Source: an optimization exercise on an open RTL-to-GDS flow (aim: small area and a short achievable clock period). Production flows keep margins and buffers that such runs may drop.
No functional check of the RTL was part of any run shown here.
No activity file was given, so power comes from the tool's default toggle rates.

## flow/design.v (module list and top-level ports; edited modules follow where they fit)
// module Optimized_Wallace: 949 lines
module Optimized_Wallace(
    input clk, rst,
    input [15:0] A, B,
    output reg [31:0] PRODUCT
);
  // ...
==> flow/run.sh <==
#!/bin/bash
# synth_recipe.tcl (not shown) runs the flow's synth.tcl, then flattens the netlist and writes it again
# the make line also repeats each setting of config.mk as NAME=value (left out here)
make -C /OpenROAD-flow-scripts/flow DESIGN_CONFIG=/design/flow/config.mk WORK_HOME=/design/flow/orfs CLKGATE_MAP_FILE= SYNTH_SCRIPT=/design/flow/synth_recipe.tcl finish
==> flow/config.mk <==
export PLATFORM = sky130hd
export DESIGN_NAME = Optimized_Wallace
export DESIGN_NICKNAME = Optimized_Wallace
export VERILOG_FILES = /design/flow/design.v
export SDC_FILE = /design/flow/constraint.sdc
export NUM_CORES = 4
export LEC_CHECK = 0
export CAP_MARGIN = 20
export CORE_MARGIN = 2
export CORE_UTILIZATION = 40
export SLEW_MARGIN = 20
==> flow/constraint.sdc <==
create_clock -name core_clock -period 3.0 [get_ports {clk}]
set_input_delay 0.6000 -clock core_clock [delete_from_list [all_inputs] [get_ports {clk}]]
set_output_delay 0.6000 -clock core_clock [all_outputs]
set_load 0.01 [all_outputs]
==> out/qor.yml, run 1 <==
floorplan:
  die_h_um: 185
  die-area_um2: 34200
pwr:
  clock_power_share_pct: 18.8
  power_clock_mw: 3.92
  p_int_mw: 13.3
  power.group.top: "combinational logic"
  ir_drop_mv: 0.911
  pg_seq_mw: 5.60
global_routing:
  antenna_found_initial: 0
  grtUsageMet1_pct: 24.1
  grt_pass1_vias: 8483
critical_path:
  critPathCaptureType: "register"
  r2r_start: "r3[7]"
  crit_chain: "fa_2 > inv_2 > fa_2 > fa_2 > fa_2 > fa_2 > fa_2 > fa_2 > fa_2 > inv_2 > fa_2 > inv_2 > fa_2 > inv_2 > fa_1 > and4bb_2 > a41oi_4 > buf_6 > o221ai_2 > xnor2_1 > and2_1"
  critPathRequiredTime_ns: 3.44
  crit_fanout: 4
yosys:
  postSynth.asyncResetShare_pct: 12.5
  synth_top_area_share_pct: 37.5
  yosysWarnings: 1
  ys_ff_latch: 280
  synth_common_cells: "dfxtp_1 (245), inv_1 (195), xnor2_1 (146)"
  synth-simple-area-share_pct: 6.42
cells_and_area:
  clkbuf_count: 40
  drive_gt1_share_pct: 11.6
  fin_nets: 1425
  multi_input_cells: 614
  sh_seq_area_pct: 37.1
run_status:
  status: "complete, but fails checks"
  violations: "negative setup slack"
drt:
  drcViolationCount: 0
  vias: 8033
timing:
  finClkSkew_ns: 0.0115
  fin_ws_ns: -2.28
  finalSetupViolCount: 21
  fmax_mhz: 189
clock_tree:
  clk_root_buffer_cell: "clkbuf_16"
  cts-resized-gates: 20
  cts_buffer_depth: 3
  cts.sinks: 280
  cts_setup_buffers: 3
placement:
  io_buffers: 65
min_path:
  min_from: "r2[123]"
==> run 2: changes to the inputs <==
==> flow/design.v (replaced) <==
`timescale 1ns / 1ps
module Optimized_Wallace(
    input clk, rst,
    input [15:0] A, B,
    output reg [31:0] PRODUCT
);
    reg [15:0] ra;
    reg [15:0] rb;
    reg [180:0] r2;
    reg [98:0] r3;
    reg v1, v2, v3;
    wire pp1;
    wire pp2;
    wire pp3;
    wire pp4;
    wire pp5;
    wire pp6;
    wire pp7;
    wire pp8;
    wire pp9;
    wire pp10;
    wire pp11;
    wire pp12;
    wire pp13;
    wire pp14;
    wire pp15;
    wire pp16;
    wire pp17;
    wire pp18;
    wire pp19;
    wire pp20;
    wire pp21;
    wire pp22;
    wire pp23;
    wire pp24;
    wire pp25;
    wire pp26;
    wire pp27;
    wire pp28;
    wire pp29;
    wire pp30;
    wire pp31;
    wire pp32;
    wire pp33;
    wire pp34;
    wire pp35;
    wire pp36;
    wire pp37;
    wire pp38;
    wire pp39;
    wire pp40;
    wire pp41;
    wire pp42;
    wire pp43;
    wire pp44;
    wire pp45;
    wire pp46;
    wire pp47;
    wire pp48;
    wire pp49;
    wire pp50;
    wire pp51;
    wire pp52;
    wire pp53;
    wire pp54;
    wire pp55;
    wire pp56;
    wire pp57;
    wire pp58;
    wire pp59;
    wire pp60;
    wire pp61;
    wire pp62;
    wire pp63;
    wire pp64;
    wire pp65;
    wire pp66;
    wire pp67;
    wire pp68;
    wire pp69;
    wire pp70;
    wire pp71;
    wire pp72;
    wire pp73;
    wire pp74;
    wire pp75;
    wire pp76;
    wire pp77;
    wire pp78;
    wire pp79;
    wire pp80;
    wire pp81;
    wire pp82;
    wire pp83;
    wire pp84;
    wire pp85;
    wire pp86;
    wire pp87;
    wire pp88;
    wire pp89;
    wire pp90;
    wire pp91;
    wire pp92;
    wire pp93;
    wire pp94;
    wire pp95;
    wire pp96;
    wire pp97;
    wire pp98;
    wire pp99;
    wire pp100;
    wire pp101;
    wire pp102;
    wire pp103;
    wire pp104;
    wire pp105;
    wire pp106;
    wire pp107;
    wire pp108;
    wire pp109;
    wire pp110;
    wire pp111;
    wire pp112;
    wire pp113;
    wire pp114;
    wire pp115;
    wire pp116;
    wire pp117;
    wire pp118;
    wire pp119;
    wire pp120;
    wire pp121;
    wire pp122;
    wire pp123;
    wire pp124;
    wire pp125;
    wire pp126;
    wire pp127;
    wire pp128;
    wire pp129;
    wire pp130;
    wire pp131;
    wire pp132;
    wire pp133;
    wire pp134;
    wire pp135;
    wire pp136;
    wire pp137;
    wire pp138;
    wire pp139;
    wire pp140;
    wire pp141;
    wire pp142;
    wire pp143;
    wire pp144;
    wire pp145;
    wire pp146;
    wire pp147;
    wire pp148;
    wire pp149;
    wire pp150;
    wire pp151;
    wire pp152;
    wire pp153;
    wire pp154;
    wire pp155;
    wire pp156;
    wire pp157;
    wire pp158;
    wire pp159;
    wire pp160;
    wire pp161;
    wire pp162;
    wire pp163;
    wire pp164;
    wire pp165;
    wire pp166;
    wire pp167;
    wire pp168;
    wire pp169;
    wire pp170;
    wire pp171;
    wire pp172;
    wire pp173;
    wire pp174;
    wire pp175;
    wire pp176;
    wire pp177;
    wire pp178;
    wire pp179;
    wire pp180;
    wire pp181;
    wire pp182;
    wire pp183;
    wire pp184;
    wire pp185;
    wire pp186;
    wire pp187;
    wire pp188;
    wire pp189;
    wire pp190;
    wire pp191;
    wire pp192;
    wire pp193;
    wire pp194;
    wire pp195;
    wire pp196;
    wire pp197;
    wire pp198;
    wire pp199;
    wire pp200;
    wire pp201;
    wire pp202;
    wire pp203;
    wire pp204;
    wire pp205;
    wire pp206;
    wire pp207;
    wire pp208;
    wire pp209;
    wire pp210;
    wire pp211;
    wire pp212;
    wire pp213;
    wire pp214;
    wire pp215;
    wire pp216;
    wire pp217;
    wire pp218;
    wire pp219;
    wire pp220;
    wire pp221;
    wire pp222;
    wire pp223;
    wire pp224;
    wire pp225;
    wire pp226;
    wire pp227;
    wire pp228;
    wire pp229;
    wire pp230;
    wire pp231;
    wire pp232;
    wire pp233;
    wire pp234;
    wire pp235;
    wire pp236;
    wire pp237;
    wire pp238;
    wire pp239;
    wire pp240;
    wire pp241;
    wire pp242;
    wire pp243;
    wire pp244;
    wire pp245;
    wire pp246;
    wire pp247;
    wire pp248;
    wire pp249;
    wire pp250;
    wire pp251;
    wire pp252;
    wire pp253;
    wire pp254;
    wire pp255;
    wire pp256;
    wire s257;
    wire c258;
    wire s259;
    wire c260;
    wire s261;
    wire c262;
    wire s263;
    wire c264;
    wire s265;
    wire c266;
    wire s267;
    wire c268;
    wire s269;
    wire c270;
    wire s271;
    wire c272;
    wire s273;
    wire c274;
    wire s275;
    wire c276;
    wire s277;
    wire c278;
    wire s279;
    wire c280;
    wire s281;
    wire c282;
    wire s283;
    wire c284;
    wire s285;
    wire c286;
    wire s287;
    wire c288;
    wire s289;
    wire c290;
    wire s291;
    wire c292;
    wire s293;
    wire c294;
    wire s295;
    wire c296;
    wire s297;
    wire c298;
    wire s299;
    wire c300;
    wire s301;
    wire c302;
    wire s303;
    wire c304;
    wire s305;
    wire c306;
    wire s307;
    wire c308;
    wire s309;
    wire c310;
    wire s311;
    wire c312;
    wire s313;
    wire c314;
    wire s315;
    wire c316;
    wire s317;
    wire c318;
    wire s319;
    wire c320;
    wire s321;
    wire c322;
    wire s323;
    wire c324;
    wire s325;
    wire c326;
    wire s327;
    wire c328;
    wire s329;
    wire c330;
    wire s331;
    wire c332;
    wire s333;
    wire c334;
    wire s335;
    wire c336;
    wire s337;
    wire c338;
    wire s339;
    wire c340;
    wire s341;
    wire c342;
    wire s343;
    wire c344;
    wire s345;
    wire c346;
    wire s347;
    wire c348;
    wire s349;
    wire c350;
    wire s351;
    wire c352;
    wire s353;
    wire c354;
    wire s355;
    wire c356;
    wire s357;
    wire c358;
    wire s359;
    wire c360;
    wire s361;
    wire c362;
    wire s363;
    wire c364;
    wire s365;
    wire c366;
    wire s367;
    wire c368;
    wire s369;
    wire c370;
    wire s371;
    wire c372;
    wire s373;
    wire c374;
    wire s375;
    wire c376;
    wire s377;
    wire c378;
    wire s379;
    wire c380;
    wire s381;
    wire c382;
    wire s383;
    wire c384;
    wire s385;
    wire c386;
    wire s387;
    wire c388;
    wire s389;
    wire c390;
    wire s391;
    wire c392;
    wire s393;
    wire c394;
    wire s395;
    wire c396;
    wire s397;
    wire c398;
    wire s399;
    wire c400;
    wire s401;
    wire c402;
    wire s403;
    wire c404;
    wire s405;
    wire c406;
    wire s407;
    wire c408;
    wire s409;
    wire c410;
    wire s411;
    wire c412;
    wire s413;
    wire c414;
    wire s415;
    wire c416;
    wire s417;
    wire c418;
    wire s419;
    wire c420;
    wire s421;
    wire c422;
    wire s423;
    wire c424;
    wire s425;
    wire c426;
    wire s427;
    wire c428;
    wire s429;
    wire c430;
    wire s431;
    wire c432;
    wire s433;
    wire c434;
    wire s435;
    wire c436;
    wire s437;
    wire c438;
    wire s439;
    wire c440;
    wire s441;
    wire c442;
    wire s443;
    wire c444;
    wire s445;
    wire c446;
    wire s447;
    wire c448;
    wire s449;
    wire c450;
    wire s451;
    wire c452;
    wire s453;
    wire c454;
    wire s455;
    wire c456;
    wire s457;
    wire c458;
    wire s459;
    wire c460;
    wire s461;
    wire c462;
    wire s463;
    wire c464;
    wire s465;
    wire c466;
    wire s467;
    wire c468;
    wire s469;
    wire c470;
    wire s471;
    wire c472;
    wire s473;
    wire c474;
    wire s475;
    wire c476;
    wire s477;
    wire c478;
    wire s479;
    wire c480;
    wire s481;
    wire c482;
    wire s483;
    wire c484;
    wire s485;
    wire c486;
    wire s487;
    wire c488;
    wire s489;
    wire c490;
    wire s491;
    wire c492;
    wire s493;
    wire c494;
    wire s495;
    wire c496;
    wire s497;
    wire c498;
    wire s499;
    wire c500;
    wire s501;
    wire c502;
    wire s503;
    wire c504;
    wire s505;
    wire c506;
    wire s507;
    wire c508;
    wire s509;
    wire c510;
    wire s511;
    wire c512;
    wire s513;
    wire c514;
    wire s515;
    wire c516;
    wire s517;
    wire c518;
    wire s519;
    wire c520;
    wire s521;
    wire c522;
    wire s523;
    wire c524;
    wire s525;
    wire c526;
    wire s527;
    wire c528;
    wire s529;
    wire c530;
    wire s531;
    wire c532;
    wire s533;
    wire c534;
    wire s535;
    wire c536;
    wire s537;
    wire c538;
    wire s539;
    wire c540;
    wire s541;
    wire c542;
    wire s543;
    wire c544;
    wire s545;
    wire c546;
    wire s547;
    wire c548;
    wire s549;
    wire c550;
    wire s551;
    wire c552;
    wire s553;
    wire c554;
    wire s555;
    wire c556;
    wire s557;
    wire c558;
    wire s559;
    wire c560;
    wire s561;
    wire c562;
    wire s563;
    wire c564;
    wire s565;
    wire c566;
    wire s567;
    wire c568;
    wire s569;
    wire c570;
    wire s571;
    wire c572;
    wire s573;
    wire c574;
    wire s575;
    wire c576;
    wire s577;
    wire c578;
    wire s579;
    wire c580;
    wire s581;
    wire c582;
    wire s583;
    wire c584;
    wire s585;
    wire c586;
    wire s587;
    wire c588;
    wire s589;
    wire c590;
    wire s591;
    wire c592;
    wire s593;
    wire c594;
    wire s595;
    wire c596;
    wire s597;
    wire c598;
    wire s599;
    wire c600;
    wire s601;
    wire c602;
    wire s603;
    wire c604;
    wire s605;
    wire c606;
    wire s607;
    wire c608;
    wire s609;
    wire c610;
    wire s611;
    wire c612;
    wire s613;
    wire c614;
    wire s615;
    wire c616;
    wire s617;
    wire c618;
    wire s619;
    wire c620;
    wire s621;
    wire c622;
    wire s623;
    wire c624;
    wire s625;
    wire c626;
    wire s627;
    wire c628;
    wire s629;
    wire c630;
    wire s631;
    wire c632;
    wire s633;
    wire c634;
    wire s635;
    wire c636;
    wire s637;
    wire c638;
    wire s639;
    wire c640;
    wire s641;
    wire c642;
    wire s643;
    wire c644;
    wire s645;
    wire c646;
    wire s647;
    wire c648;
    wire s649;
    wire c650;
    wire s651;
    wire c652;
    wire s653;
    wire c654;
    wire s655;
    wire c656;
    wire s657;
    wire c658;
    wire s659;
    wire c660;
    wire s661;
    wire c662;
    wire s663;
    wire c664;
    wire s665;
    wire c666;
    wire s667;
    wire c668;
    wire s669;
    wire c670;
    wire s671;
    wire c672;
    wire s673;
    wire c674;
    wire s675;
    wire c676;
    wire s677;
    wire c678;
    wire s679;
    wire c680;
    wire s681;
    wire c682;
    assign pp1 = ra[0] & rb[0];
    assign pp2 = ra[1] & rb[0];
    assign pp3 = ra[2] & rb[0];
    assign pp4 = ra[3] & rb[0];
    assign pp5 = ra[4] & rb[0];
    assign pp6 = ra[5] & rb[0];
    assign pp7 = ra[6] & rb[0];
    assign pp8 = ra[7] & rb[0];
    assign pp9 = ra[8] & rb[0];
    assign pp10 = ra[9] & rb[0];
    assign pp11 = ra[10] & rb[0];
    assign pp12 = ra[11] & rb[0];
    assign pp13 = ra[12] & rb[0];
    assign pp14 = ra[13] & rb[0];
    assign pp15 = ra[14] & rb[0];
    assign pp16 = ra[15] & rb[0];
    assign pp17 = ra[0] & rb[1];
    assign pp18 = ra[1] & rb[1];
    assign pp19 = ra[2] & rb[1];
    assign pp20 = ra[3] & rb[1];
    assign pp21 = ra[4] & rb[1];
    assign pp22 = ra[5] & rb[1];
    assign pp23 = ra[6] & rb[1];
    assign pp24 = ra[7] & rb[1];
    assign pp25 = ra[8] & rb[1];
    assign pp26 = ra[9] & rb[1];
    assign pp27 = ra[10] & rb[1];
    assign pp28 = ra[11] & rb[1];
    assign pp29 = ra[12] & rb[1];
    assign pp30 = ra[13] & rb[1];
    assign pp31 = ra[14] & rb[1];
    assign pp32 = ra[15] & rb[1];
    assign pp33 = ra[0] & rb[2];
    assign pp34 = ra[1] & rb[2];
    assign pp35 = ra[2] & rb[2];
    assign pp36 = ra[3] & rb[2];
    assign pp37 = ra[4] & rb[2];
    assign pp38 = ra[5] & rb[2];
    assign pp39 = ra[6] & rb[2];
    assign pp40 = ra[7] & rb[2];
    assign pp41 = ra[8] & rb[2];
    assign pp42 = ra[9] & rb[2];
    assign pp43 = ra[10] & rb[2];
    assign pp44 = ra[11] & rb[2];
    assign pp45 = ra[12] & rb[2];
    assign pp46 = ra[13] & rb[2];
    assign pp47 = ra[14] & rb[2];
    assign pp48 = ra[15] & rb[2];
    assign pp49 = ra[0] & rb[3];
    assign pp50 = ra[1] & rb[3];
    assign pp51 = ra[2] & rb[3];
    assign pp52 = ra[3] & rb[3];
    assign pp53 = ra[4] & rb[3];
    assign pp54 = ra[5] & rb[3];
    assign pp55 = ra[6] & rb[3];
    assign pp56 = ra[7] & rb[3];
    assign pp57 = ra[8] & rb[3];
    assign pp58 = ra[9] & rb[3];
    assign pp59 = ra[10] & rb[3];
    assign pp60 = ra[11] & rb[3];
    assign pp61 = ra[12] & rb[3];
    assign pp62 = ra[13] & rb[3];
    assign pp63 = ra[14] & rb[3];
    assign pp64 = ra[15] & rb[3];
    assign pp65 = ra[0] & rb[4];
    assign pp66 = ra[1] & rb[4];
    assign pp67 = ra[2] & rb[4];
    assign pp68 = ra[3] & rb[4];
    assign pp69 = ra[4] & rb[4];
    assign pp70 = ra[5] & rb[4];
    assign pp71 = ra[6] & rb[4];
    assign pp72 = ra[7] & rb[4];
    assign pp73 = ra[8] & rb[4];
    assign pp74 = ra[9] & rb[4];
    assign pp75 = ra[10] & rb[4];
    assign pp76 = ra[11] & rb[4];
    assign pp77 = ra[12] & rb[4];
    assign pp78 = ra[13] & rb[4];
    assign pp79 = ra[14] & rb[4];
    assign pp80 = ra[15] & rb[4];
    assign pp81 = ra[0] & rb[5];
    assign pp82 = ra[1] & rb[5];
    assign pp83 = ra[2] & rb[5];
    assign pp84 = ra[3] & rb[5];
    assign pp85 = ra[4] & rb[5];
    assign pp86 = ra[5] & rb[5];
    assign pp87 = ra[6] & rb[5];
    assign pp88 = ra[7] & rb[5];
    assign pp89 = ra[8] & rb[5];
    assign pp90 = ra[9] & rb[5];
    assign pp91 = ra[10] & rb[5];
    assign pp92 = ra[11] & rb[5];
    assign pp93 = ra[12] & rb[5];
    assign pp94 = ra[13] & rb[5];
    assign pp95 = ra[14] & rb[5];
    assign pp96 = ra[15] & rb[5];
    assign pp97 = ra[0] & rb[6];
    assign pp98 = ra[1] & rb[6];
    assign pp99 = ra[2] & rb[6];
    assign pp100 = ra[3] & rb[6];
    assign pp101 = ra[4] & rb[6];
    assign pp102 = ra[5] & rb[6];
    assign pp103 = ra[6] & rb[6];
    assign pp104 = ra[7] & rb[6];
    assign pp105 = ra[8] & rb[6];
    assign pp106 = ra[9] & rb[6];
    assign pp107 = ra[10] & rb[6];
    assign pp108 = ra[11] & rb[6];
    assign pp109 = ra[12] & rb[6];
    assign pp110 = ra[13] & rb[6];
    assign pp111 = ra[14] & rb[6];
    assign pp112 = ra[15] & rb[6];
    assign pp113 = ra[0] & rb[7];
    assign pp114 = ra[1] & rb[7];
    assign pp115 = ra[2] & rb[7];
    assign pp116 = ra[3] & rb[7];
    assign pp117 = ra[4] & rb[7];
    assign pp118 = ra[5] & rb[7];
    assign pp119 = ra[6] & rb[7];
    assign pp120 = ra[7] & rb[7];
    assign pp121 = ra[8] & rb[7];
    assign pp122 = ra[9] & rb[7];
    assign pp123 = ra[10] & rb[7];
    assign pp124 = ra[11] & rb[7];
    assign pp125 = ra[12] & rb[7];
    assign pp126 = ra[13] & rb[7];
    assign pp127 = ra[14] & rb[7];
    assign pp128 = ra[15] & rb[7];
    assign pp129 = ra[0] & rb[8];
    assign pp130 = ra[1] & rb[8];
    assign pp131 = ra[2] & rb[8];
    assign pp132 = ra[3] & rb[8];
    assign pp133 = ra[4] & rb[8];
    assign pp134 = ra[5] & rb[8];
    assign pp135 = ra[6] & rb[8];
    assign pp136 = ra[7] & rb[8];
    assign pp137 = ra[8] & rb[8];
    assign pp138 = ra[9] & rb[8];
    assign pp139 = ra[10] & rb[8];
    assign pp140 = ra[11] & rb[8];
    assign pp141 = ra[12] & rb[8];
    assign pp142 = ra[13] & rb[8];
    assign pp143 = ra[14] & rb[8];
    assign pp144 = ra[15] & rb[8];
    assign pp145 = ra[0] & rb[9];
    assign pp146 = ra[1] & rb[9];
    assign pp147 = ra[2] & rb[9];
    assign pp148 = ra[3] & rb[9];
    assign pp149 = ra[4] & rb[9];
    assign pp150 = ra[5] & rb[9];
    assign pp151 = ra[6] & rb[9];
    assign pp152 = ra[7] & rb[9];
    assign pp153 = ra[8] & rb[9];
    assign pp154 = ra[9] & rb[9];
    assign pp155 = ra[10] & rb[9];
    assign pp156 = ra[11] & rb[9];
    assign pp157 = ra[12] & rb[9];
    assign pp158 = ra[13] & rb[9];
    assign pp159 = ra[14] & rb[9];
    assign pp160 = ra[15] & rb[9];
    assign pp161 = ra[0] & rb[10];
    assign pp162 = ra[1] & rb[10];
    assign pp163 = ra[2] & rb[10];
    assign pp164 = ra[3] & rb[10];
    assign pp165 = ra[4] & rb[10];
    assign pp166 = ra[5] & rb[10];
    assign pp167 = ra[6] & rb[10];
    assign pp168 = ra[7] & rb[10];
    assign pp169 = ra[8] & rb[10];
    assign pp170 = ra[9] & rb[10];
    assign pp171 = ra[10] & rb[10];
    assign pp172 = ra[11] & rb[10];
    assign pp173 = ra[12] & rb[10];
    assign pp174 = ra[13] & rb[10];
    assign pp175 = ra[14] & rb[10];
    assign pp176 = ra[15] & rb[10];
    assign pp177 = ra[0] & rb[11];
    assign pp178 = ra[1] & rb[11];
    assign pp179 = ra[2] & rb[11];
    assign pp180 = ra[3] & rb[11];
    assign pp181 = ra[4] & rb[11];
    assign pp182 = ra[5] & rb[11];
    assign pp183 = ra[6] & rb[11];
    assign pp184 = ra[7] & rb[11];
    assign pp185 = ra[8] & rb[11];
    assign pp186 = ra[9] & rb[11];
    assign pp187 = ra[10] & rb[11];
    assign pp188 = ra[11] & rb[11];
    assign pp189 = ra[12] & rb[11];
    assign pp190 = ra[13] & rb[11];
    assign pp191 = ra[14] & rb[11];
    assign pp192 = ra[15] & rb[11];
    assign pp193 = ra[0] & rb[12];
    assign pp194 = ra[1] & rb[12];
    assign pp195 = ra[2] & rb[12];
    assign pp196 = ra[3] & rb[12];
    assign pp197 = ra[4] & rb[12];
    assign pp198 = ra[5] & rb[12];
    assign pp199 = ra[6] & rb[12];
    assign pp200 = ra[7] & rb[12];
    assign pp201 = ra[8] & rb[12];
    assign pp202 = ra[9] & rb[12];
    assign pp203 = ra[10] & rb[12];
    assign pp204 = ra[11] & rb[12];
    assign pp205 = ra[12] & rb[12];
    assign pp206 = ra[13] & rb[12];
    assign pp207 = ra[14] & rb[12];
    assign pp208 = ra[15] & rb[12];
    assign pp209 = ra[0] & rb[13];
    assign pp210 = ra[1] & rb[13];
    assign pp211 = ra[2] & rb[13];
    assign pp212 = ra[3] & rb[13];
    assign pp213 = ra[4] & rb[13];
    assign pp214 = ra[5] & rb[13];
    assign pp215 = ra[6] & rb[13];
    assign pp216 = ra[7] & rb[13];
    assign pp217 = ra[8] & rb[13];
    assign pp218 = ra[9] & rb[13];
    assign pp219 = ra[10] & rb[13];
    assign pp220 = ra[11] & rb[13];
    assign pp221 = ra[12] & rb[13];
    assign pp222 = ra[13] & rb[13];
    assign pp223 = ra[14] & rb[13];
    assign pp224 = ra[15] & rb[13];
    assign pp225 = ra[0] & rb[14];
    assign pp226 = ra[1] & rb[14];
    assign pp227 = ra[2] & rb[14];
    assign pp228 = ra[3] & rb[14];
    assign pp229 = ra[4] & rb[14];
    assign pp230 = ra[5] & rb[14];
    assign pp231 = ra[6] & rb[14];
    assign pp232 = ra[7] & rb[14];
    assign pp233 = ra[8] & rb[14];
    assign pp234 = ra[9] & rb[14];
    assign pp235 = ra[10] & rb[14];
    assign pp236 = ra[11] & rb[14];
    assign pp237 = ra[12] & rb[14];
    assign pp238 = ra[13] & rb[14];
    assign pp239 = ra[14] & rb[14];
    assign pp240 = ra[15] & rb[14];
    assign pp241 = ra[0] & rb[15];
    assign pp242 = ra[1] & rb[15];
    assign pp243 = ra[2] & rb[15];
    assign pp244 = ra[3] & rb[15];
    assign pp245 = ra[4] & rb[15];
    assign pp246 = ra[5] & rb[15];
    assign pp247 = ra[6] & rb[15];
    assign pp248 = ra[7] & rb[15];
    assign pp249 = ra[8] & rb[15];
    assign pp250 = ra[9] & rb[15];
    assign pp251 = ra[10] & rb[15];
    assign pp252 = ra[11] & rb[15];
    assign pp253 = ra[12] & rb[15];
    assign pp254 = ra[13] & rb[15];
    assign pp255 = ra[14] & rb[15];
    assign pp256 = ra[15] & rb[15];
    assign s257 = pp2 ^ pp17;
    assign c258 = pp2 & pp17;
    assign s259 = pp3 ^ pp18 ^ pp33;
    assign c260 = (pp3 & pp18) | (pp3 & pp33) | (pp18 & pp33);
    assign s261 = c258 ^ s259;
    assign c262 = c258 & s259;
    assign s263 = pp4 ^ pp19 ^ pp34;
    assign c264 = (pp4 & pp19) | (pp4 & pp34) | (pp19 & pp34);
    assign s265 = pp5 ^ pp20 ^ pp35;
    assign c266 = (pp5 & pp20) | (pp5 & pp35) | (pp20 & pp35);
    assign s267 = pp6 ^ pp21 ^ pp36;
    assign c268 = (pp6 & pp21) | (pp6 & pp36) | (pp21 & pp36);
    assign s269 = pp51 ^ pp66 ^ pp81;
    assign c270 = (pp51 & pp66) | (pp51 & pp81) | (pp66 & pp81);
    assign s271 = pp7 ^ pp22 ^ pp37;
    assign c272 = (pp7 & pp22) | (pp7 & pp37) | (pp22 & pp37);
    assign s273 = pp52 ^ pp67 ^ pp82;
    assign c274 = (pp52 & pp67) | (pp52 & pp82) | (pp67 & pp82);
    assign s275 = pp8 ^ pp23 ^ pp38;
    assign c276 = (pp8 & pp23) | (pp8 & pp38) | (pp23 & pp38);
    assign s277 = pp53 ^ pp68 ^ pp83;
    assign c278 = (pp53 & pp68) | (pp53 & pp83) | (pp68 & pp83);
    assign s279 = pp9 ^ pp24 ^ pp39;
    assign c280 = (pp9 & pp24) | (pp9 & pp39) | (pp24 & pp39);
    assign s281 = pp54 ^ pp69 ^ pp84;
    assign c282 = (pp54 & pp69) | (pp54 & pp84) | (pp69 & pp84);
    assign s283 = pp99 ^ pp114 ^ pp129;
    assign c284 = (pp99 & pp114) | (pp99 & pp129) | (pp114 & pp129);
    assign s285 = pp10 ^ pp25 ^ pp40;
    assign c286 = (pp10 & pp25) | (pp10 & pp40) | (pp25 & pp40);
    assign s287 = pp55 ^ pp70 ^ pp85;
    assign c288 = (pp55 & pp70) | (pp55 & pp85) | (pp70 & pp85);
    assign s289 = pp100 ^ pp115 ^ pp130;
    assign c290 = (pp100 & pp115) | (pp100 & pp130) | (pp115 & pp130);
    assign s291 = pp11 ^ pp26 ^ pp41;
    assign c292 = (pp11 & pp26) | (pp11 & pp41) | (pp26 & pp41);
    assign s293 = pp56 ^ pp71 ^ pp86;
    assign c294 = (pp56 & pp71) | (pp56 & pp86) | (pp71 & pp86);
    assign s295 = pp101 ^ pp116 ^ pp131;
    assign c296 = (pp101 & pp116) | (pp101 & pp131) | (pp116 & pp131);
    assign s297 = pp12 ^ pp27 ^ pp42;
    assign c298 = (pp12 & pp27) | (pp12 & pp42) | (pp27 & pp42);
    assign s299 = pp57 ^ pp72 ^ pp87;
    assign c300 = (pp57 & pp72) | (pp57 & pp87) | (pp72 & pp87);
    assign s301 = pp102 ^ pp117 ^ pp132;
    assign c302 = (pp102 & pp117) | (pp102 & pp132) | (pp117 & pp132);
    assign s303 = pp147 ^ pp162 ^ pp177;
    assign c304 = (pp147 & pp162) | (pp147 & pp177) | (pp162 & pp177);
    assign s305 = pp13 ^ pp28 ^ pp43;
    assign c306 = (pp13 & pp28) | (pp13 & pp43) | (pp28 & pp43);
    assign s307 = pp58 ^ pp73 ^ pp88;
    assign c308 = (pp58 & pp73) | (pp58 & pp88) | (pp73 & pp88);
    assign s309 = pp103 ^ pp118 ^ pp133;
    assign c310 = (pp103 & pp118) | (pp103 & pp133) | (pp118 & pp133);
    assign s311 = pp148 ^ pp163 ^ pp178;
    assign c312 = (pp148 & pp163) | (pp148 & pp178) | (pp163 & pp178);
    assign s313 = pp14 ^ pp29 ^ pp44;
    assign c314 = (pp14 & pp29) | (pp14 & pp44) | (pp29 & pp44);
    assign s315 = pp59 ^ pp74 ^ pp89;
    assign c316 = (pp59 & pp74) | (pp59 & pp89) | (pp74 & pp89);
    assign s317 = pp104 ^ pp119 ^ pp134;
    assign c318 = (pp104 & pp119) | (pp104 & pp134) | (pp119 & pp134);
    assign s319 = pp149 ^ pp164 ^ pp179;
    assign c320 = (pp149 & pp164) | (pp149 & pp179) | (pp164 & pp179);
    assign s321 = pp15 ^ pp30 ^ pp45;
    assign c322 = (pp15 & pp30) | (pp15 & pp45) | (pp30 & pp45);
    assign s323 = pp60 ^ pp75 ^ pp90;
    assign c324 = (pp60 & pp75) | (pp60 & pp90) | (pp75 & pp90);
    assign s325 = pp105 ^ pp120 ^ pp135;
    assign c326 = (pp105 & pp120) | (pp105 & pp135) | (pp120 & pp135);
    assign s327 = pp150 ^ pp165 ^ pp180;
    assign c328 = (pp150 & pp165) | (pp150 & pp180) | (pp165 & pp180);
    assign s329 = pp195 ^ pp210 ^ pp225;
    assign c330 = (pp195 & pp210) | (pp195 & pp225) | (pp210 & pp225);
    assign s331 = pp16 ^ pp31 ^ pp46;
    assign c332 = (pp16 & pp31) | (pp16 & pp46) | (pp31 & pp46);
    assign s333 = pp61 ^ pp76 ^ pp91;
    assign c334 = (pp61 & pp76) | (pp61 & pp91) | (pp76 & pp91);
    assign s335 = pp106 ^ pp121 ^ pp136;
    assign c336 = (pp106 & pp121) | (pp106 & pp136) | (pp121 & pp136);
    assign s337 = pp151 ^ pp166 ^ pp181;
    assign c338 = (pp151 & pp166) | (pp151 & pp181) | (pp166 & pp181);
    assign s339 = pp196 ^ pp211 ^ pp226;
    assign c340 = (pp196 & pp211) | (pp196 & pp226) | (pp211 & pp226);
    assign s341 = pp32 ^ pp47 ^ pp62;
    assign c342 = (pp32 & pp47) | (pp32 & pp62) | (pp47 & pp62);
    assign s343 = pp77 ^ pp92 ^ pp107;
    assign c344 = (pp77 & pp92) | (pp77 & pp107) | (pp92 & pp107);
    assign s345 = pp122 ^ pp137 ^ pp152;
    assign c346 = (pp122 & pp137) | (pp122 & pp152) | (pp137 & pp152);
    assign s347 = pp167 ^ pp182 ^ pp197;
    assign c348 = (pp167 & pp182) | (pp167 & pp197) | (pp182 & pp197);
    assign s349 = pp212 ^ pp227 ^ pp242;
    assign c350 = (pp212 & pp227) | (pp212 & pp242) | (pp227 & pp242);
    assign s351 = pp48 ^ pp63 ^ pp78;
    assign c352 = (pp48 & pp63) | (pp48 & pp78) | (pp63 & pp78);
    assign s353 = pp93 ^ pp108 ^ pp123;
    assign c354 = (pp93 & pp108) | (pp93 & pp123) | (pp108 & pp123);
    assign s355 = pp138 ^ pp153 ^ pp168;
    assign c356 = (pp138 & pp153) | (pp138 & pp168) | (pp153 & pp168);
    assign s357 = pp183 ^ pp198 ^ pp213;
    assign c358 = (pp183 & pp198) | (pp183 & pp213) | (pp198 & pp213);
    assign s359 = pp64 ^ pp79 ^ pp94;
    assign c360 = (pp64 & pp79) | (pp64 & pp94) | (pp79 & pp94);
    assign s361 = pp109 ^ pp124 ^ pp139;
    assign c362 = (pp109 & pp124) | (pp109 & pp139) | (pp124 & pp139);
    assign s363 = pp154 ^ pp169 ^ pp184;
    assign c364 = (pp154 & pp169) | (pp154 & pp184) | (pp169 & pp184);
    assign s365 = pp199 ^ pp214 ^ pp229;
    assign c366 = (pp199 & pp214) | (pp199 & pp229) | (pp214 & pp229);
    assign s367 = pp80 ^ pp95 ^ pp110;
    assign c368 = (pp80 & pp95) | (pp80 & pp110) | (pp95 & pp110);
    assign s369 = pp125 ^ pp140 ^ pp155;
    assign c370 = (pp125 & pp140) | (pp125 & pp155) | (pp140 & pp155);
    assign s371 = pp170 ^ pp185 ^ pp200;
    assign c372 = (pp170 & pp185) | (pp170 & pp200) | (pp185 & pp200);
    assign s373 = pp215 ^ pp230 ^ pp245;
    assign c374 = (pp215 & pp230) | (pp215 & pp245) | (pp230 & pp245);
    assign s375 = pp96 ^ pp111 ^ pp126;
    assign c376 = (pp96 & pp111) | (pp96 & pp126) | (pp111 & pp126);
    assign s377 = pp141 ^ pp156 ^ pp171;
    assign c378 = (pp141 & pp156) | (pp141 & pp171) | (pp156 & pp171);
    assign s379 = pp186 ^ pp201 ^ pp216;
    assign c380 = (pp186 & pp201) | (pp186 & pp216) | (pp201 & pp216);
    assign s381 = pp112 ^ pp127 ^ pp142;
    assign c382 = (pp112 & pp127) | (pp112 & pp142) | (pp127 & pp142);
    assign s383 = pp157 ^ pp172 ^ pp187;
    assign c384 = (pp157 & pp172) | (pp157 & pp187) | (pp172 & pp187);
    assign s385 = pp202 ^ pp217 ^ pp232;
    assign c386 = (pp202 & pp217) | (pp202 & pp232) | (pp217 & pp232);
    assign s387 = pp128 ^ pp143 ^ pp158;
    assign c388 = (pp128 & pp143) | (pp128 & pp158) | (pp143 & pp158);
    assign s389 = pp173 ^ pp188 ^ pp203;
    assign c390 = (pp173 & pp188) | (pp173 & pp203) | (pp188 & pp203);
    assign s391 = pp218 ^ pp233 ^ pp248;
    assign c392 = (pp218 & pp233) | (pp218 & pp248) | (pp233 & pp248);
    assign s393 = pp144 ^ pp159 ^ pp174;
    assign c394 = (pp144 & pp159) | (pp144 & pp174) | (pp159 & pp174);
    assign s395 = pp189 ^ pp204 ^ pp219;
    assign c396 = (pp189 & pp204) | (pp189 & pp219) | (pp204 & pp219);
    assign s397 = pp160 ^ pp175 ^ pp190;
    assign c398 = (pp160 & pp175) | (pp160 & pp190) | (pp175 & pp190);
    assign s399 = pp205 ^ pp220 ^ pp235;
    assign c400 = (pp205 & pp220) | (pp205 & pp235) | (pp220 & pp235);
    assign s401 = pp176 ^ pp191 ^ pp206;
    assign c402 = (pp176 & pp191) | (pp176 & pp206) | (pp191 & pp206);
    assign s403 = pp221 ^ pp236 ^ pp251;
    assign c404 = (pp221 & pp236) | (pp221 & pp251) | (pp236 & pp251);
    assign s405 = pp192 ^ pp207 ^ pp222;
    assign c406 = (pp192 & pp207) | (pp192 & pp222) | (pp207 & pp222);
    assign s407 = pp208 ^ pp223 ^ pp238;
    assign c408 = (pp208 & pp223) | (pp208 & pp238) | (pp223 & pp238);
    assign s409 = pp224 ^ pp239 ^ pp254;
    assign c410 = (pp224 & pp239) | (pp224 & pp254) | (pp239 & pp254);
    assign s411 = r2[3] ^ r2[4] ^ r2[5];
    assign c412 = (r2[3] & r2[4]) | (r2[3] & r2[5]) | (r2[4] & r2[5]);
    assign s413 = r2[6] ^ s411;
    assign c414 = r2[6] & s411;
    assign s415 = r2[7] ^ r2[8] ^ r2[9];
    assign c416 = (r2[7] & r2[8]) | (r2[7] & r2[9]) | (r2[8] & r2[9]);
    assign s417 = r2[10] ^ c412 ^ s415;
    assign c418 = (r2[10] & c412) | (r2[10] & s415) | (c412 & s415);
    assign s419 = r2[11] ^ r2[12] ^ r2[13];
    assign c420 = (r2[11] & r2[12]) | (r2[11] & r2[13]) | (r2[12] & r2[13]);
    assign s421 = r2[14] ^ r2[15] ^ r2[16];
    assign c422 = (r2[14] & r2[15]) | (r2[14] & r2[16]) | (r2[15] & r2[16]);
    assign s423 = r2[17] ^ r2[18] ^ c420;
    assign c424 = (r2[17] & r2[18]) | (r2[17] & c420) | (r2[18] & c420);
    assign s425 = r2[19] ^ r2[20] ^ r2[21];
    assign c426 = (r2[19] & r2[20]) | (r2[19] & r2[21]) | (r2[20] & r2[21]);
    assign s427 = r2[22] ^ r2[23] ^ r2[24];
    assign c428 = (r2[22] & r2[23]) | (r2[22] & r2[24]) | (r2[23] & r2[24]);
    assign s429 = c422 ^ s425 ^ s427;
    assign c430 = (c422 & s425) | (c422 & s427) | (s425 & s427);
    assign s431 = r2[25] ^ r2[26] ^ r2[27];
    assign c432 = (r2[25] & r2[26]) | (r2[25] & r2[27]) | (r2[26] & r2[27]);
    assign s433 = r2[28] ^ r2[29] ^ c426;
    assign c434 = (r2[28] & r2[29]) | (r2[28] & c426) | (r2[29] & c426);
    assign s435 = r2[30] ^ r2[31] ^ r2[32];
    assign c436 = (r2[30] & r2[31]) | (r2[30] & r2[32]) | (r2[31] & r2[32]);
    assign s437 = r2[33] ^ r2[34] ^ r2[35];
    assign c438 = (r2[33] & r2[34]) | (r2[33] & r2[35]) | (r2[34] & r2[35]);
    assign s439 = r2[36] ^ c432 ^ s435;
    assign c440 = (r2[36] & c432) | (r2[36] & s435) | (c432 & s435);
    assign s441 = r2[37] ^ r2[38] ^ r2[39];
    assign c442 = (r2[37] & r2[38]) | (r2[37] & r2[39]) | (r2[38] & r2[39]);
    assign s443 = r2[40] ^ r2[41] ^ r2[42];
    assign c444 = (r2[40] & r2[41]) | (r2[40] & r2[42]) | (r2[41] & r2[42]);
    assign s445 = r2[43] ^ r2[44] ^ c436;
    assign c446 = (r2[43] & r2[44]) | (r2[43] & c436) | (r2[44] & c436);
    assign s447 = c438 ^ s441 ^ s443;
    assign c448 = (c438 & s441) | (c438 & s443) | (s441 & s443);
    assign s449 = r2[45] ^ r2[46] ^ r2[47];
    assign c450 = (r2[45] & r2[46]) | (r2[45] & r2[47]) | (r2[46] & r2[47]);
    assign s451 = r2[48] ^ r2[49] ^ r2[50];
    assign c452 = (r2[48] & r2[49]) | (r2[48] & r2[50]) | (r2[49] & r2[50]);
    assign s453 = r2[51] ^ c442 ^ c444;
    assign c454 = (r2[51] & c442) | (r2[51] & c444) | (c442 & c444);
    assign s455 = r2[52] ^ r2[53] ^ r2[54];
    assign c456 = (r2[52] & r2[53]) | (r2[52] & r2[54]) | (r2[53] & r2[54]);
    assign s457 = r2[55] ^ r2[56] ^ r2[57];
    assign c458 = (r2[55] & r2[56]) | (r2[55] & r2[57]) | (r2[56] & r2[57]);
    assign s459 = r2[58] ^ r2[59] ^ r2[60];
    assign c460 = (r2[58] & r2[59]) | (r2[58] & r2[60]) | (r2[59] & r2[60]);
    assign s461 = c450 ^ c452 ^ s455;
    assign c462 = (c450 & c452) | (c450 & s455) | (c452 & s455);
    assign s463 = r2[61] ^ r2[62] ^ r2[63];
    assign c464 = (r2[61] & r2[62]) | (r2[61] & r2[63]) | (r2[62] & r2[63]);
    assign s465 = r2[64] ^ r2[65] ^ r2[66];
    assign c466 = (r2[64] & r2[65]) | (r2[64] & r2[66]) | (r2[65] & r2[66]);
    assign s467 = r2[67] ^ r2[68] ^ r2[69];
    assign c468 = (r2[67] & r2[68]) | (r2[67] & r2[69]) | (r2[68] & r2[69]);
    assign s469 = r2[70] ^ c456 ^ c458;
    assign c470 = (r2[70] & c456) | (r2[70] & c458) | (c456 & c458);
    assign s471 = c460 ^ s463 ^ s465;
    assign c472 = (c460 & s463) | (c460 & s465) | (s463 & s465);
    assign s473 = r2[71] ^ r2[72] ^ r2[73];
    assign c474 = (r2[71] & r2[72]) | (r2[71] & r2[73]) | (r2[72] & r2[73]);
    assign s475 = r2[74] ^ r2[75] ^ r2[76];
    assign c476 = (r2[74] & r2[75]) | (r2[74] & r2[76]) | (r2[75] & r2[76]);
    assign s477 = r2[77] ^ r2[78] ^ r2[79];
    assign c478 = (r2[77] & r2[78]) | (r2[77] & r2[79]) | (r2[78] & r2[79]);
    assign s479 = c464 ^ c466 ^ c468;
    assign c480 = (c464 & c466) | (c464 & c468) | (c466 & c468);
    assign s481 = s473 ^ s475 ^ s477;
    assign c482 = (s473 & s475) | (s473 & s477) | (s475 & s477);
    assign s483 = r2[80] ^ r2[81] ^ r2[82];
    assign c484 = (r2[80] & r2[81]) | (r2[80] & r2[82]) | (r2[81] & r2[82]);
    assign s485 = r2[83] ^ r2[84] ^ r2[85];
    assign c486 = (r2[83] & r2[84]) | (r2[83] & r2[85]) | (r2[84] & r2[85]);
    assign s487 = r2[86] ^ r2[87] ^ r2[88];
    assign c488 = (r2[86] & r2[87]) | (r2[86] & r2[88]) | (r2[87] & r2[88]);
    assign s489 = r2[89] ^ r2[90] ^ c474;
    assign c490 = (r2[89] & r2[90]) | (r2[89] & c474) | (r2[90] & c474);
    assign s491 = c476 ^ c478 ^ s483;
    assign c492 = (c476 & c478) | (c476 & s483) | (c478 & s483);
    assign s493 = r2[91] ^ r2[92] ^ r2[93];
    assign c494 = (r2[91] & r2[92]) | (r2[91] & r2[93]) | (r2[92] & r2[93]);
    assign s495 = r2[94] ^ r2[95] ^ r2[96];
    assign c496 = (r2[94] & r2[95]) | (r2[94] & r2[96]) | (r2[95] & r2[96]);
    assign s497 = r2[97] ^ r2[98] ^ r2[99];
    assign c498 = (r2[97] & r2[98]) | (r2[97] & r2[99]) | (r2[98] & r2[99]);
    assign s499 = r2[100] ^ c484 ^ c486;
    assign c500 = (r2[100] & c484) | (r2[100] & c486) | (c484 & c486);
    assign s501 = c488 ^ s493 ^ s495;
    assign c502 = (c488 & s493) | (c488 & s495) | (s493 & s495);
    assign s503 = r2[101] ^ r2[102] ^ r2[103];
    assign c504 = (r2[101] & r2[102]) | (r2[101] & r2[103]) | (r2[102] & r2[103]);
    assign s505 = r2[104] ^ r2[105] ^ r2[106];
    assign c506 = (r2[104] & r2[105]) | (r2[104] & r2[106]) | (r2[105] & r2[106]);
    assign s507 = r2[107] ^ r2[108] ^ r2[109];
    assign c508 = (r2[107] & r2[108]) | (r2[107] & r2[109]) | (r2[108] & r2[109]);
    assign s509 = r2[110] ^ r2[111] ^ c494;
    assign c510 = (r2[110] & r2[111]) | (r2[110] & c494) | (r2[111] & c494);
    assign s511 = c496 ^ c498 ^ s503;
    assign c512 = (c496 & c498) | (c496 & s503) | (c498 & s503);
    assign s513 = r2[112] ^ r2[113] ^ r2[114];
    assign c514 = (r2[112] & r2[113]) | (r2[112] & r2[114]) | (r2[113] & r2[114]);
    assign s515 = r2[115] ^ r2[116] ^ r2[117];
    assign c516 = (r2[115] & r2[116]) | (r2[115] & r2[117]) | (r2[116] & r2[117]);
    assign s517 = r2[118] ^ r2[119] ^ r2[120];
    assign c518 = (r2[118] & r2[119]) | (r2[118] & r2[120]) | (r2[119] & r2[120]);
    assign s519 = c504 ^ c506 ^ c508;
    assign c520 = (c504 & c506) | (c504 & c508) | (c506 & c508);
    assign s521 = s513 ^ s515 ^ s517;
    assign c522 = (s513 & s515) | (s513 & s517) | (s515 & s517);
    assign s523 = r2[121] ^ r2[122] ^ r2[123];
    assign c524 = (r2[121] & r2[122]) | (r2[121] & r2[123]) | (r2[122] & r2[123]);
    assign s525 = r2[124] ^ r2[125] ^ r2[126];
    assign c526 = (r2[124] & r2[125]) | (r2[124] & r2[126]) | (r2[125] & r2[126]);
    assign s527 = r2[127] ^ r2[128] ^ c514;
    assign c528 = (r2[127] & r2[128]) | (r2[127] & c514) | (r2[128] & c514);
    assign s529 = c516 ^ c518 ^ s523;
    assign c530 = (c516 & c518) | (c516 & s523) | (c518 & s523);
    assign s531 = r2[129] ^ r2[130] ^ r2[131];
    assign c532 = (r2[129] & r2[130]) | (r2[129] & r2[131]) | (r2[130] & r2[131]);
    assign s533 = r2[132] ^ r2[133] ^ r2[134];
    assign c534 = (r2[132] & r2[133]) | (r2[132] & r2[134]) | (r2[133] & r2[134]);
    assign s535 = r2[135] ^ r2[136] ^ r2[137];
    assign c536 = (r2[135] & r2[136]) | (r2[135] & r2[137]) | (r2[136] & r2[137]);
    assign s537 = c524 ^ c526 ^ s531;
    assign c538 = (c524 & c526) | (c524 & s531) | (c526 & s531);
    assign s539 = r2[138] ^ r2[139] ^ r2[140];
    assign c540 = (r2[138] & r2[139]) | (r2[138] & r2[140]) | (r2[139] & r2[140]);
    assign s541 = r2[141] ^ r2[142] ^ r2[143];
    assign c542 = (r2[141] & r2[142]) | (r2[141] & r2[143]) | (r2[142] & r2[143]);
    assign s543 = r2[144] ^ c532 ^ c534;
    assign c544 = (r2[144] & c532) | (r2[144] & c534) | (c532 & c534);
    assign s545 = c536 ^ s539 ^ s541;
    assign c546 = (c536 & s539) | (c536 & s541) | (s539 & s541);
    assign s547 = r2[145] ^ r2[146] ^ r2[147];
    assign c548 = (r2[145] & r2[146]) | (r2[145] & r2[147]) | (r2[146] & r2[147]);
    assign s549 = r2[148] ^ r2[149] ^ r2[150];
    assign c550 = (r2[148] & r2[149]) | (r2[148] & r2[150]) | (r2[149] & r2[150]);
    assign s551 = c540 ^ c542 ^ s547;
    assign c552 = (c540 & c542) | (c540 & s547) | (c542 & s547);
    assign s553 = r2[151] ^ r2[152] ^ r2[153];
    assign c554 = (r2[151] & r2[152]) | (r2[151] & r2[153]) | (r2[152] & r2[153]);
    assign s555 = r2[154] ^ r2[155] ^ r2[156];
    assign c556 = (r2[154] & r2[155]) | (r2[154] & r2[156]) | (r2[155] & r2[156]);
    assign s557 = r2[157] ^ c548 ^ c550;
    assign c558 = (r2[157] & c548) | (r2[157] & c550) | (c548 & c550);
    assign s559 = r2[158] ^ r2[159] ^ r2[160];
    assign c560 = (r2[158] & r2[159]) | (r2[158] & r2[160]) | (r2[159] & r2[160]);
    assign s561 = r2[161] ^ r2[162] ^ c554;
    assign c562 = (r2[161] & r2[162]) | (r2[161] & c554) | (r2[162] & c554);
    assign s563 = r2[163] ^ r2[164] ^ r2[165];
    assign c564 = (r2[163] & r2[164]) | (r2[163] & r2[165]) | (r2[164] & r2[165]);
    assign s565 = r2[166] ^ c560 ^ s563;
    assign c566 = (r2[166] & c560) | (r2[166] & s563) | (c560 & s563);
    assign s567 = r2[167] ^ r2[168] ^ r2[169];
    assign c568 = (r2[167] & r2[168]) | (r2[167] & r2[169]) | (r2[168] & r2[169]);
    assign s569 = r2[170] ^ r2[171] ^ c564;
    assign c570 = (r2[170] & r2[171]) | (r2[170] & c564) | (r2[171] & c564);
    assign s571 = r2[172] ^ r2[173] ^ r2[174];
    assign c572 = (r2[172] & r2[173]) | (r2[172] & r2[174]) | (r2[173] & r2[174]);
    assign s573 = r2[175] ^ r2[176] ^ c572;
    assign c574 = (r2[175] & r2[176]) | (r2[175] & c572) | (r2[176] & c572);
    assign s575 = r2[177] ^ r2[178] ^ r2[179];
    assign c576 = (r2[177] & r2[178]) | (r2[177] & r2[179]) | (r2[178] & r2[179]);
    assign s577 = r3[6] ^ r3[7] ^ r3[8];
    assign c578 = (r3[6] & r3[7]) | (r3[6] & r3[8]) | (r3[7] & r3[8]);
    assign s579 = r3[9] ^ r3[10] ^ c578;
    assign c580 = (r3[9] & r3[10]) | (r3[9] & c578) | (r3[10] & c578);
    assign s581 = r3[11] ^ r3[12] ^ c580;
    assign c582 = (r3[11] & r3[12]) | (r3[11] & c580) | (r3[12] & c580);
    assign s583 = r3[13] ^ r3[14] ^ r3[15];
    assign c584 = (r3[13] & r3[14]) | (r3[13] & r3[15]) | (r3[14] & r3[15]);
    assign s585 = r3[16] ^ s583 ^ c582;
    assign c586 = (r3[16] & s583) | (r3[16] & c582) | (s583 & c582);
    assign s587 = r3[17] ^ r3[18] ^ r3[19];
    assign c588 = (r3[17] & r3[18]) | (r3[17] & r3[19]) | (r3[18] & r3[19]);
    assign s589 = c584 ^ s587 ^ c586;
    assign c590 = (c584 & s587) | (c584 & c586) | (s587 & c586);
    assign s591 = r3[20] ^ r3[21] ^ r3[22];
    assign c592 = (r3[20] & r3[21]) | (r3[20] & r3[22]) | (r3[21] & r3[22]);
    assign s593 = c588 ^ s591 ^ c590;
    assign c594 = (c588 & s591) | (c588 & c590) | (s591 & c590);
    assign s595 = r3[23] ^ r3[24] ^ r3[25];
    assign c596 = (r3[23] & r3[24]) | (r3[23] & r3[25]) | (r3[24] & r3[25]);
    assign s597 = r3[26] ^ r3[27] ^ c592;
    assign c598 = (r3[26] & r3[27]) | (r3[26] & c592) | (r3[27] & c592);
    assign s599 = s595 ^ s597 ^ c594;
    assign c600 = (s595 & s597) | (s595 & c594) | (s597 & c594);
    assign s601 = r3[28] ^ r3[29] ^ r3[30];
    assign c602 = (r3[28] & r3[29]) | (r3[28] & r3[30]) | (r3[29] & r3[30]);
    assign s603 = r3[31] ^ c596 ^ s601;
    assign c604 = (r3[31] & c596) | (r3[31] & s601) | (c596 & s601);
    assign s605 = c598 ^ s603 ^ c600;
    assign c606 = (c598 & s603) | (c598 & c600) | (s603 & c600);
    assign s607 = r3[32] ^ r3[33] ^ r3[34];
    assign c608 = (r3[32] & r3[33]) | (r3[32] & r3[34]) | (r3[33] & r3[34]);
    assign s609 = r3[35] ^ c602 ^ s607;
    assign c610 = (r3[35] & c602) | (r3[35] & s607) | (c602 & s607);
    assign s611 = c604 ^ s609 ^ c606;
    assign c612 = (c604 & s609) | (c604 & c606) | (s609 & c606);
    assign s613 = r3[36] ^ r3[37] ^ r3[38];
    assign c614 = (r3[36] & r3[37]) | (r3[36] & r3[38]) | (r3[37] & r3[38]);
    assign s615 = r3[39] ^ c608 ^ s613;
    assign c616 = (r3[39] & c608) | (r3[39] & s613) | (c608 & s613);
    assign s617 = c610 ^ s615 ^ c612;
    assign c618 = (c610 & s615) | (c610 & c612) | (s615 & c612);
    assign s619 = r3[40] ^ r3[41] ^ r3[42];
    assign c620 = (r3[40] & r3[41]) | (r3[40] & r3[42]) | (r3[41] & r3[42]);
    assign s621 = r3[43] ^ r3[44] ^ r3[45];
    assign c622 = (r3[43] & r3[44]) | (r3[43] & r3[45]) | (r3[44] & r3[45]);
    assign s623 = c614 ^ s619 ^ s621;
    assign c624 = (c614 & s619) | (c614 & s621) | (s619 & s621);
    assign s625 = c616 ^ s623 ^ c618;
    assign c626 = (c616 & s623) | (c616 & c618) | (s623 & c618);
    assign s627 = r3[46] ^ r3[47] ^ r3[48];
    assign c628 = (r3[46] & r3[47]) | (r3[46] & r3[48]) | (r3[47] & r3[48]);
    assign s629 = r3[49] ^ r3[50] ^ c620;
    assign c630 = (r3[49] & r3[50]) | (r3[49] & c620) | (r3[50] & c620);
    assign s631 = c622 ^ s627 ^ c624;
    assign c632 = (c622 & s627) | (c622 & c624) | (s627 & c624);
    assign s633 = s629 ^ s631 ^ c626;
    assign c634 = (s629 & s631) | (s629 & c626) | (s631 & c626);
    assign s635 = r3[51] ^ r3[52] ^ r3[53];
    assign c636 = (r3[51] & r3[52]) | (r3[51] & r3[53]) | (r3[52] & r3[53]);
    assign s637 = r3[54] ^ r3[55] ^ r3[56];
    assign c638 = (r3[54] & r3[55]) | (r3[54] & r3[56]) | (r3[55] & r3[56]);
    assign s639 = c628 ^ s635 ^ s637;
    assign c640 = (c628 & s635) | (c628 & s637) | (s635 & s637);
    assign s641 = c630 ^ s639 ^ c632;
    assign c642 = (c630 & s639) | (c630 & c632) | (s639 & c632);
    assign s643 = r3[57] ^ r3[58] ^ r3[59];
    assign c644 = (r3[57] & r3[58]) | (r3[57] & r3[59]) | (r3[58] & r3[59]);
    assign s645 = r3[60] ^ c636 ^ c638;
    assign c646 = (r3[60] & c636) | (r3[60] & c638) | (c636 & c638);
    assign s647 = s643 ^ c640 ^ s645;
    assign c648 = (s643 & c640) | (s643 & s645) | (c640 & s645);
    assign s649 = r3[61] ^ r3[62] ^ r3[63];
    assign c650 = (r3[61] & r3[62]) | (r3[61] & r3[63]) | (r3[62] & r3[63]);
    assign s651 = r3[64] ^ r3[65] ^ c644;
    assign c652 = (r3[64] & r3[65]) | (r3[64] & c644) | (r3[65] & c644);
    assign s653 = s649 ^ c646 ^ s651;
    assign c654 = (s649 & c646) | (s649 & s651) | (c646 & s651);
    assign s655 = r3[66] ^ r3[67] ^ r3[68];
    assign c656 = (r3[66] & r3[67]) | (r3[66] & r3[68]) | (r3[67] & r3[68]);
    assign s657 = r3[69] ^ r3[70] ^ c650;
    assign c658 = (r3[69] & r3[70]) | (r3[69] & c650) | (r3[70] & c650);
    assign s659 = s655 ^ c652 ^ s657;
    assign c660 = (s655 & c652) | (s655 & s657) | (c652 & s657);
    assign s661 = r3[71] ^ r3[72] ^ r3[73];
    assign c662 = (r3[71] & r3[72]) | (r3[71] & r3[73]) | (r3[72] & r3[73]);
    assign s663 = c656 ^ s661 ^ c658;
    assign c664 = (c656 & s661) | (c656 & c658) | (s661 & c658);
    assign s665 = r3[74] ^ r3[75] ^ r3[76];
    assign c666 = (r3[74] & r3[75]) | (r3[74] & r3[76]) | (r3[75] & r3[76]);
    assign s667 = r3[77] ^ c662 ^ s665;
    assign c668 = (r3[77] & c662) | (r3[77] & s665) | (c662 & s665);
    assign s669 = r3[78] ^ r3[79] ^ r3[80];
    assign c670 = (r3[78] & r3[79]) | (r3[78] & r3[80]) | (r3[79] & r3[80]);
    assign s671 = r3[81] ^ c666 ^ s669;
    assign c672 = (r3[81] & c666) | (r3[81] & s669) | (c666 & s669);
    assign s673 = r3[82] ^ r3[83] ^ r3[84];
    assign c674 = (r3[82] & r3[83]) | (r3[82] & r3[84]) | (r3[83] & r3[84]);
    assign s675 = r3[85] ^ c670 ^ s673;
    assign c676 = (r3[85] & c670) | (r3[85] & s673) | (c670 & s673);
    assign s677 = r3[86] ^ r3[87] ^ c674;
    assign c678 = (r3[86] & r3[87]) | (r3[86] & c674) | (r3[87] & c674);
    assign s679 = r3[88] ^ r3[89] ^ r3[90];
    assign c680 = (r3[88] & r3[89]) | (r3[88] & r3[90]) | (r3[89] & r3[90]);
    assign s681 = r3[91] ^ r3[92] ^ r3[93];
    assign c682 = (r3[91] & r3[92]) | (r3[91] & r3[93]) | (r3[92] & r3[93]);
    wire [31:0] opx = {1'b0, r3[97], r3[95], r3[94], c680, s679, c676, c672, c668, s667, c660, c654, c648, s647, s641, s633, s625, s617, s611, s605, s599, s593, s589, s585, s581, s579, s577, r3[4], r3[3], r3[2], r3[1], r3[0]};
    wire [31:0] opy = {1'b0, r3[98], r3[96], c682, s681, c678, s677, s675, s671, c664, s663, s659, s653, c642, c634, 1'b0, 1'b0, 1'b0, 1'b0, 1'b0, 1'b0, 1'b0, 1'b0, 1'b0, 1'b0, 1'b0, 1'b0, r3[5], 1'b0, 1'b0, 1'b0, 1'b0};
    wire [31:0] sum = opx + opy;
    always @(posedge clk or posedge rst) begin
        if (rst) begin
            v1 <= 1'b0; v2 <= 1'b0; v3 <= 1'b0;
            PRODUCT <= 32'd0;
        end else begin
            v1 <= 1'b1; v2 <= v1; v3 <= v2;
            PRODUCT <= sum & {32{v3}};
        end
    end
    always @(posedge clk) begin
        ra <= A;
        rb <= B;
        r2 <= {pp256, c410, pp255, pp240, s409, c408, s407, c406, pp253, s405, c404, c402, pp252, pp237, s403, s401, c400, c398, s399, s397, c396, c394, pp250, s395, s393, c392, c390, c388, pp249, pp234, s391, s389, s387, c386, c384, c382, s385, s383, s381, c380, c378, c376, pp247, s379, s377, s375, c374, c372, c370, c368, pp246, pp231, s373, s371, s369, s367, c366, c364, c362, c360, s365, s363, s361, s359, c358, c356, c354, c352, pp244, s357, s355, s353, s351, c350, c348, c346, c344, c342, pp243, pp228, s349, s347, s345, s343, s341, c340, c338, c336, c334, c332, s339, s337, s335, s333, s331, c330, c328, c326, c324, c322, pp241, s329, s327, s325, s323, s321, c320, c318, c316, c314, s319, s317, s315, s313, c312, c310, c308, c306, pp209, pp194, s311, s309, s307, s305, c304, c302, c300, c298, pp193, s303, s301, s299, s297, c296, c294, c292, s295, s293, s291, c290, c288, c286, pp161, pp146, s289, s287, s285, c284, c282, c280, pp145, s283, s281, s279, c278, c276, s277, s275, c274, c272, pp113, pp98, s273, s271, c270, c268, pp97, s269, s267, c266, s265, c264, pp65, pp50, c262, s263, c260, pp49, s261, s257, pp1};
        r3 <= {c576, r2[180], c574, s575, s573, c570, s571, c568, s569, c566, s567, s565, c562, s561, c558, s559, c556, s557, c552, s555, s553, s551, c546, c544, s549, s545, s543, c538, s537, c530, c528, s535, s533, s529, s527, c522, c520, s525, s521, s519, c512, c510, s511, s509, c502, c500, s507, s505, s501, s499, c492, c490, s497, s491, s489, c482, c480, s487, s485, s481, s479, c472, c470, s471, s469, c462, s467, s461, c454, s459, s457, s453, c448, c446, s451, s449, s447, s445, c440, s439, c434, s437, s433, c430, s431, c428, s429, c424, s423, s421, c418, s419, c416, s417, c414, s413, r2[2], r2[1], r2[0]};
    end
endmodule
==> out/qor.yml, run 2 <==
yosys:
  yosysWarnings: 1  # unchanged
  ys_seq_area_share_pct: 46.8  # was 44.2%
  synth_nets: 1678  # was 1358
  synth_top_area_cell: "dfxtp_1"  # unchanged
  synth_common_cells: "inv_1 (385), dfxtp_1 (312), nand2_1 (243)"  # was dfxtp_1 (245), inv_1 (195), xnor2_1 (146)
  synth_top_area_share_pct: 41.1  # was 37.5%
  syn_avg_cell_area_um2: 10.8  # was 11.2 um2
  netlist_area_um2: 15200  # was 13100 um2
  synthCells: 1415  # was 1173
  ys_ff_latch: 347  # was 280
  synth.distinct_cells: 46  # was 48
  postSynth.asyncResetShare_pct: 10.1  # was 12.5%
  synth_edf_count: 0  # unchanged
critical_path:
  cpLargestDelayFamily: "adder cells"  # unchanged
  critPathRequiredTime_ns: 3.42  # was 3.44 ns
  r2r-end: "PRODUCT[26]"  # unchanged
  r2r_start: "r3[6]"  # was r3[7]
  path_buf_inv: 4  # was 5
  r2r_slack_ns: -2.26  # was -2.28 ns
  critPathCaptureType: "register"  # unchanged
  crit_chain: "fa_2 > inv_2 > fa_2 > fa_1 > inv_1 > fa_2 > inv_2 > fa_2 > fa_2 > fa_1 > inv_2 > fa_2 > fa_2 > fa_2 > fa_2 > fa_2 > ha_4 > nand2_4 > nor3_4 > nand4_1 > a21oi_2 > o21ai_1 > and3b_1"  # was fa_2 > inv_2 > fa_2 > fa_2 > fa_2 > fa_2 > fa_2 > fa_2 > fa_2 > inv_2 > fa_2 > inv_2 > fa_2 > inv_2 > fa_1 > and4bb_2 > a41oi_4 > buf_6 > o221ai_2 > xnor2_1 > and2_1
  rr_worst_depth: 23  # was 21
  crit_fanout: 3  # was 4
global_routing:
  grt_pass1_vias: 9793  # was 8483
  antenna_found_initial: 0  # unchanged
  grt_pass1_wl_um: 52600  # was 45400 um
  grt_max_degree: 37  # was 36
  grt_use_total_pct: 17.5  # was 16.9%
  gr-total-overflow: 0  # unchanged
timing:
  hold_slack_ns: 0.324  # was 0.326 ns
  period_share_pct: 175  # was 176%
  fin_ws_ns: -2.26  # was -2.28 ns
  rsz0062_at_grt: "yes"  # unchanged
  finalSetupViolCount: 21  # unchanged
  fmax_mhz: 190  # was 189 MHz
  final-hold-violation-count: 0  # unchanged
  final.setup.tns_ns: -38.38  # was -40.67 ns
  finClkSkew_ns: 0.0135  # was 0.0115 ns
run_status:
  status: "complete, but fails checks"  # unchanged
  violations: "negative setup slack"  # unchanged
drt:
  vias: 9001  # was 8033
  drt_iter0_markers: 368  # was 434
  post_drt_wl_per_cell_um: 15.6  # was 16.3 um
  first_pass_iters: 6  # was 5
  drcViolationCount: 0  # unchanged
  wl_um: 32400  # was 27800 um
  avgViaCountPerCell: 4.35  # was 4.71
pwr:
  leakagePower_nw: 9.00  # was 6.74 nW
  ir_drop_mv: 1.10  # was 0.911 mV
cells_and_area:
  drive_gt1_share_pct: 10.0  # was 11.6%
  top_register: "r2"  # unchanged
  diodes: 0  # unchanged
  syn_to_final_growth_pct: 20.1  # was 19.1%
  fin_nets: 1792  # was 1425
  largest_reg_flops: 181  # was 128
  layout_common_cells: "inv_1 (382), dfxtp_1 (309), nand2_1 (242), fa_1 (200), clkdlybuf4s50_1 (65)"  # was dfxtp_1 (242), inv_1 (191), xnor2_1 (144), a22oi_1 (120), fa_1 (114)
placement:
  gp_congestion: 0.805  # was 0.838
  hpwl_um: 22200  # was 19400 um
  io_buffers: 65  # unchanged
floorplan:
  die-area_um2: 39600  # was 34200 um2
  die_h_um: 199  # was 185 um
  core-area_um2: 37600  # was 32400 um2
min_path:
  min_from: "r2[0]"  # was r2[123]
  min_to: "r3[0]"  # was r3[72]
  hp-class: "reg -> reg"  # unchanged
clock_tree:
  cts_buffers: 38  # was 30
  cts.sinks: 347  # was 280
  clk_root_buffer_cell: "clkbuf_16"  # unchanged
  cts.clk_slew.worst_paths_ns: 0.06  # about the same
  cts_buffer_depth: 3  # unchanged
  insertion_delay_ns: 0.54  # was 0.55 ns
run 2: changes by cell type in the layout (fill, tap and decap cells not counted), moves of 9 or more:
cell	change
a22oi_1	-120
and2_1	+23
dfxtp_1	+67
fa_1	+86
ha_1	-9
inv_1	+191
nand2_1	+206
nor2b_1	-9
xnor2_1	-136
run 2: cell type report:
type	count	area (um2)	area share (%)
inverter	385	1450	7.91
multi-input combinational	637	6620	36.2
clock inverter	13	229	1.25
timing repair buffer	120	1070	5.86
sequential	347	7130	39.0
tap	511	639	3.50
clock buffer	56	1140	6.25
run 2: repair_timing:
action	4_1_cts	5_1_grt
pin swaps	16	9
buffers inserted	3	1
hold buffers	0	0
setup endpoints to repair	21	22
resized for setup	7	10
run 2: cell families (layout without fill, tap and decap cells):
group | Yosys count | count (layout) | share of synthesized area [%]
buffers and inverters | 431 | 574 | 10.6
muxes | 3 | 3 | 0.197
adders and majority gates | 229 | 229 | 29.2
AOI/OAI and AO/OA | 46 | 46 | 1.96
xor gates and xnor gates | 18 | 18 | 1.04
other | 1 | 1 | 0.0246
DFF | 347 | 347 | 46.8
and+or+nand+nor | 340 | 340 | 10.1
run 2: report_power, final:
part           total (mW)  internal [mW]  switching, mW  leakage (nW)
Sequential           5.97           5.50          0.479          3.06
Combinational        11.9           6.06           5.81          5.27
Clock                4.98           3.09           1.89         0.667
Total                22.8           14.7           8.18          9.00
run 2: worst reg2reg max path, cell delays in order, from the launching register on:
cell,delay (ns)
dfxtp_2,0.32
fa_2,0.37
inv_2,0.06
fa_2,0.19
fa_1,0.16
inv_1,0.05
fa_2,0.33
inv_2,0.06
fa_2,0.19
fa_2,0.21
fa_1,0.18
inv_2,0.04
fa_2,0.33
fa_2,0.35
fa_2,0.35
fa_2,0.35
fa_2,0.37
ha_4,0.29
nand2_4,0.08
nor3_4,0.17
nand4_1,0.22
a21oi_2,0.21
o21ai_1,0.08
and3b_1,0.16
run 2: stage by stage:
stage	total power, mW	cells	area (um2)	utilization, %
4_1_cts	22.9	2068	18200	48.5
5_1_grt	24.7	2069	18300	48.6
6_report	22.8	2069	18300	48.6
3_3_place_gp	17.4	1996	16800	44.7
2_1_floorplan	13.2	1415	15300	-
3_5_place_dp	17.6	1996	16800	44.7
run 2: how the worst max path moves through the flow:
stage,start,slack [ns],end,cells after the start
2_1_floorplan,r3[6],-2.03,PRODUCT[28],23
4_1_cts,r3[6],-2.28,PRODUCT[26],23
5_1_grt,r3[6],-2.51,PRODUCT[30],23
6_report,r3[6],-2.26,PRODUCT[26],23
3_5_place_dp,r3[6],-2.32,PRODUCT[30],23
3_3_place_gp,r3[6],-2.29,PRODUCT[26],23
run 2: metal layers:
metal / share of wire (%) / GRT usage (%) / vias up
met3: 5.6 / 3.26 / 60
met5: 0 / 0 / -
li1: - / - / 4209
met1: 46 / 23.7 / 4511
met2: 46 / 28.9 / 221
met4: 2.0 / 4.84 / 0

static timing again, ports no longer ideal:
Ports are ideal in the flow. The routed layouts listed here were re-timed in OpenROAD. Step 1 assumes that a clkbuf_16 drives the clock port and a buf_2 every other input. Step 2 adds t to the input delays and takes it off the output delays; t is the mean of the earliest and latest rising clock arrival at the registers after step 1. Input paths then give back, and output paths get back, about the clock's delay inside the block. a / b / c = no drivers / after step 1 / after step 2; a / b = the first two.
run	shift t [ns]	setup slack, ns	clock arrival spread, ns	worst slew at a driven data input, ns
run 1	0.591	-2.282 / -2.282 / -2.282	0.013 / 0.012	0.03
run 2	0.590	-2.255 / -2.255 / -2.255	0.014 / 0.014	0.04
